This is an optimization exercise on Yosys and OpenROAD, whose aim is small area and a short achievable clock period, not a production implementation. RTL that was checked went through simulation tests only; none was proved equivalent to the original. Power and IR drop assume default switching activity.

Setup of main:
## alu16bit
module alu16bit (
  input clk,
  input reset,
  input [2:0] operation,
  input [15:0] operand_A,
  input [15:0] operand_B,
  output reg [31:0] result,
  output reg carry_flag,
  output reg zero_flag
);
export LEC_CHECK = 0
export ABC_AREA = 1
export CAP_MARGIN = 20
export CORE_MARGIN = 2
export CORE_UTILIZATION = 40
export GPL_TIMING_DRIVEN = 0
export SETUP_SLACK_MARGIN = 0.5
export SLEW_MARGIN = 20
export SYNTH_HIERARCHICAL = 1
create_clock -name core_clock -period 7.2 [get_ports {clk}]
standard.sh (not shown) runs the stock make flow with config.mk's settings and CLKGATE_MAP_FILE= SYNTH_SCRIPT=/design/flow/synth_recipe.tcl, a recipe that flattens the netlist after the stock synthesis.
==> flow/flow/run.sh <==
#!/bin/bash
# The standard layout, with the port buffers made of plain buffers (sky130
# buf_1, which the resizer may upsize) instead of the delay-cell buffers that
# buffer_ports picks by default.
set -euo pipefail
export BUFFER_PORTS_ARGS="-buffer_cell sky130_fd_sc_hd__buf_1"
bash standard.sh > standard.log 2>&1
What the feature branch does differently from main at the input level:
# main
export LEC_CHECK = 0
export ABC_AREA = 1
export CAP_MARGIN = 20
export CORE_MARGIN = 2
export CORE_UTILIZATION = 40
export GPL_TIMING_DRIVEN = 0
export SETUP_SLACK_MARGIN = 0.5
export SLEW_MARGIN = 20
export SYNTH_HIERARCHICAL = 1
create_clock -name core_clock -period 7.2 [get_ports {clk}]
# the feature branch
export LEC_CHECK = 0
export ABC_AREA = 1
export CAP_MARGIN = 20
export CORE_MARGIN = 2
export CORE_UTILIZATION = 40
export GPL_TIMING_DRIVEN = 0
export SETUP_SLACK_MARGIN = 1.0
export SLEW_MARGIN = 20
export SYNTH_HIERARCHICAL = 1
create_clock -name core_clock -period 7.2 [get_ports {clk}]
==> comparison <==
- When the feature branch is measured against main, its power in combinational cells turns out 11% higher.
- Reported for main and the feature branch, average instance area after synthesis turned out identical to the last digit.
- Per the comparison of the feature branch with main, final critical-path share of the clock period now smaller; average routed wire per standard cell shows an increase of about 1.8%; switching component of the power saw an increase; overall track demand over capacity in global routing went up by 0.72 points.
- In the metrics for main and the feature branch, the one carrying the lower non-clock buffer count is main.
- Summary of the feature branch over main: final hold slack fell by 0.029 ns; area of placed instances rose by 2.7%; sequential portion of the cell area fell by 0.38 points.
Function was not checked in any run of this note: the RTL went through the layout flow alone.

---

== the baseline ==
Another version of the RTL of alu16bit (not shown whole).
Size in the first run: roughly 740 cells after synthesis, ~71 I/O pins, about 7700 sq um of cells after synthesis.
// alu16bit
module alu16bit (
  input clk,
  input reset,
  input [2:0] operation,
  input [15:0] operand_A,
  input [15:0] operand_B,
  output reg [31:0] result,
  output reg carry_flag,
  output reg zero_flag
);
  wire [15:0] a = operand_A;
  wire [15:0] b = operand_B;
  wire is_add = ~reset & (operation == 3'd0);
  wire is_sub = ~reset & (operation == 3'd1);
  wire is_mul = ~reset & (operation == 3'd2);
  wire [15:0] m = is_mul ? b : {15'd0, is_add | is_sub};
  reg [15:0] cv;
  always @(*) begin
    if (reset) cv = 16'd0;
    else
    case (operation)
      3'd0: cv = b;
      3'd1: cv = ~b;
      3'd3: cv = a & b;
      3'd4: cv = a | b;
      3'd5: cv = ~(a & b);
      3'd6: cv = ~(a | b);
      3'd7: cv = a ^ b;
      default: cv = 16'd0;
    endcase
  end
  wire cin = is_sub;
  wire [15:0] cvn;
  wire t00 = ~(is_sub | (~reset & (operation == 3'd5 || operation == 3'd6)));
  wire t01 = ~(is_add | (~reset & (operation == 3'd4 || operation == 3'd5 || operation == 3'd7)));
  wire t10 = ~(is_sub | (~reset & (operation == 3'd4 || operation == 3'd5 || operation == 3'd7)));
  wire t11 = ~(is_add | (~reset & (operation == 3'd3 || operation == 3'd4)));
  genvar cb;
  generate for (cb = 0; cb < 16; cb = cb + 1) begin : g_cv
    cvbit ucv (a[cb], b[cb], t00, t01, t10, t11, cvn[cb]);
  end endgenerate
  wire is_sub_n = ~is_sub;
  wire [15:0] an = ~a;
  wire [15:0] mn = ~m;
  wire p1;
  nor2 up1 (an[0], mn[0], p1);
  wire p2;
  nor2 up2 (an[1], mn[0], p2);
  wire p3;
  nor2 up3 (an[2], mn[0], p3);
  wire p4;
  nor2 up4 (an[3], mn[0], p4);
  wire p5;
  nor2 up5 (an[4], mn[0], p5);
  wire p6;
  nor2 up6 (an[5], mn[0], p6);
  wire p7;
  nor2 up7 (an[6], mn[0], p7);
  wire p8;
  nor2 up8 (an[7], mn[0], p8);
  wire p9;
  nor2 up9 (an[8], mn[0], p9);
  wire p10;
  nor2 up10 (an[9], mn[0], p10);
  wire p11;
  nor2 up11 (an[10], mn[0], p11);
  wire p12;
  nor2 up12 (an[11], mn[0], p12);
  wire p13;
  nor2 up13 (an[12], mn[0], p13);
  wire p14;
  nor2 up14 (an[13], mn[0], p14);
  wire p15;
  ...
==> flow/config.mk <==
export PLATFORM = sky130hd
export DESIGN_NAME = alu16bit
export DESIGN_NICKNAME = alu16bit
export VERILOG_FILES = /design/flow/design.v
export SDC_FILE = /design/flow/constraint.sdc
export NUM_CORES = 4
export LEC_CHECK = 0
export ABC_AREA = 0
export CAP_MARGIN = 20
export CORE_MARGIN = 2
export CORE_UTILIZATION = 40
export GPL_TIMING_DRIVEN = 0
export SETUP_SLACK_MARGIN = 0.2
export SLEW_MARGIN = 20
export SYNTH_HIERARCHICAL = 1
==> flow/constraint.sdc <==
create_clock -name core_clock -period 7.2 [get_ports {clk}]
set_input_delay 1.4400 -clock core_clock [delete_from_list [all_inputs] [get_ports {clk}]]
set_output_delay 1.4400 -clock core_clock [all_outputs]
set_load 0.01 [all_outputs]
Scripts as last shown in full above: flow/flow/run.sh
[inputs] the candidate vs the baseline
- a change of SETUP_SLACK_MARGIN from 0.2 to 0.5
Findings:
Against the baseline as the reference, the candidate delivers a lower sequential share of layout area.
Taking the baseline as the reference point, the count of cell instances traversed by the critical path of the candidate falls by about 5%.
Of the candidate and the baseline, the baseline shows the lower utilization, with the candidate above it.
Compared with the baseline, in the candidate share of total power in the clock network fell 0.4 points; cell count rose 0.46%; global-route total usage across every layer about even.
Proportion of total power due to net switching for the candidate: 0.41 points up relative to the baseline

[what the ideal ports hide]
Ports are ideal in the flow. The routed layouts listed here were re-timed in OpenROAD.
Step 1 assumes that a clkbuf_16 drives the clock port and a buf_2 every other input.
Step 2 times the ports against the registers' clock, not the clock port: input delays grow and output delays shrink by t, the midpoint of the rising clock arrivals with the driver on.
a / b / c = ideal / step 1 / step 2; a / b = the first two.
run	shift t [ns]	slack for setup (ns)	latest minus earliest clock arrival (ns)
main	0.351	0.483 / 0.474 / 0.123	0.022 / 0.022
the feature branch	0.351	0.701 / 0.678 / 0.328	0.021 / 0.021
the baseline	0.336	0.447 / 0.465 / 0.129	0.004 / 0.003
the candidate	0.340	0.709 / 0.731 / 0.391	0.004 / 0.005
After both steps every run listed still meets setup and hold. For the feature branch, which loses most, drivers alone change the setup slack by -0.023 ns; drivers and shift together by -0.373 ns.
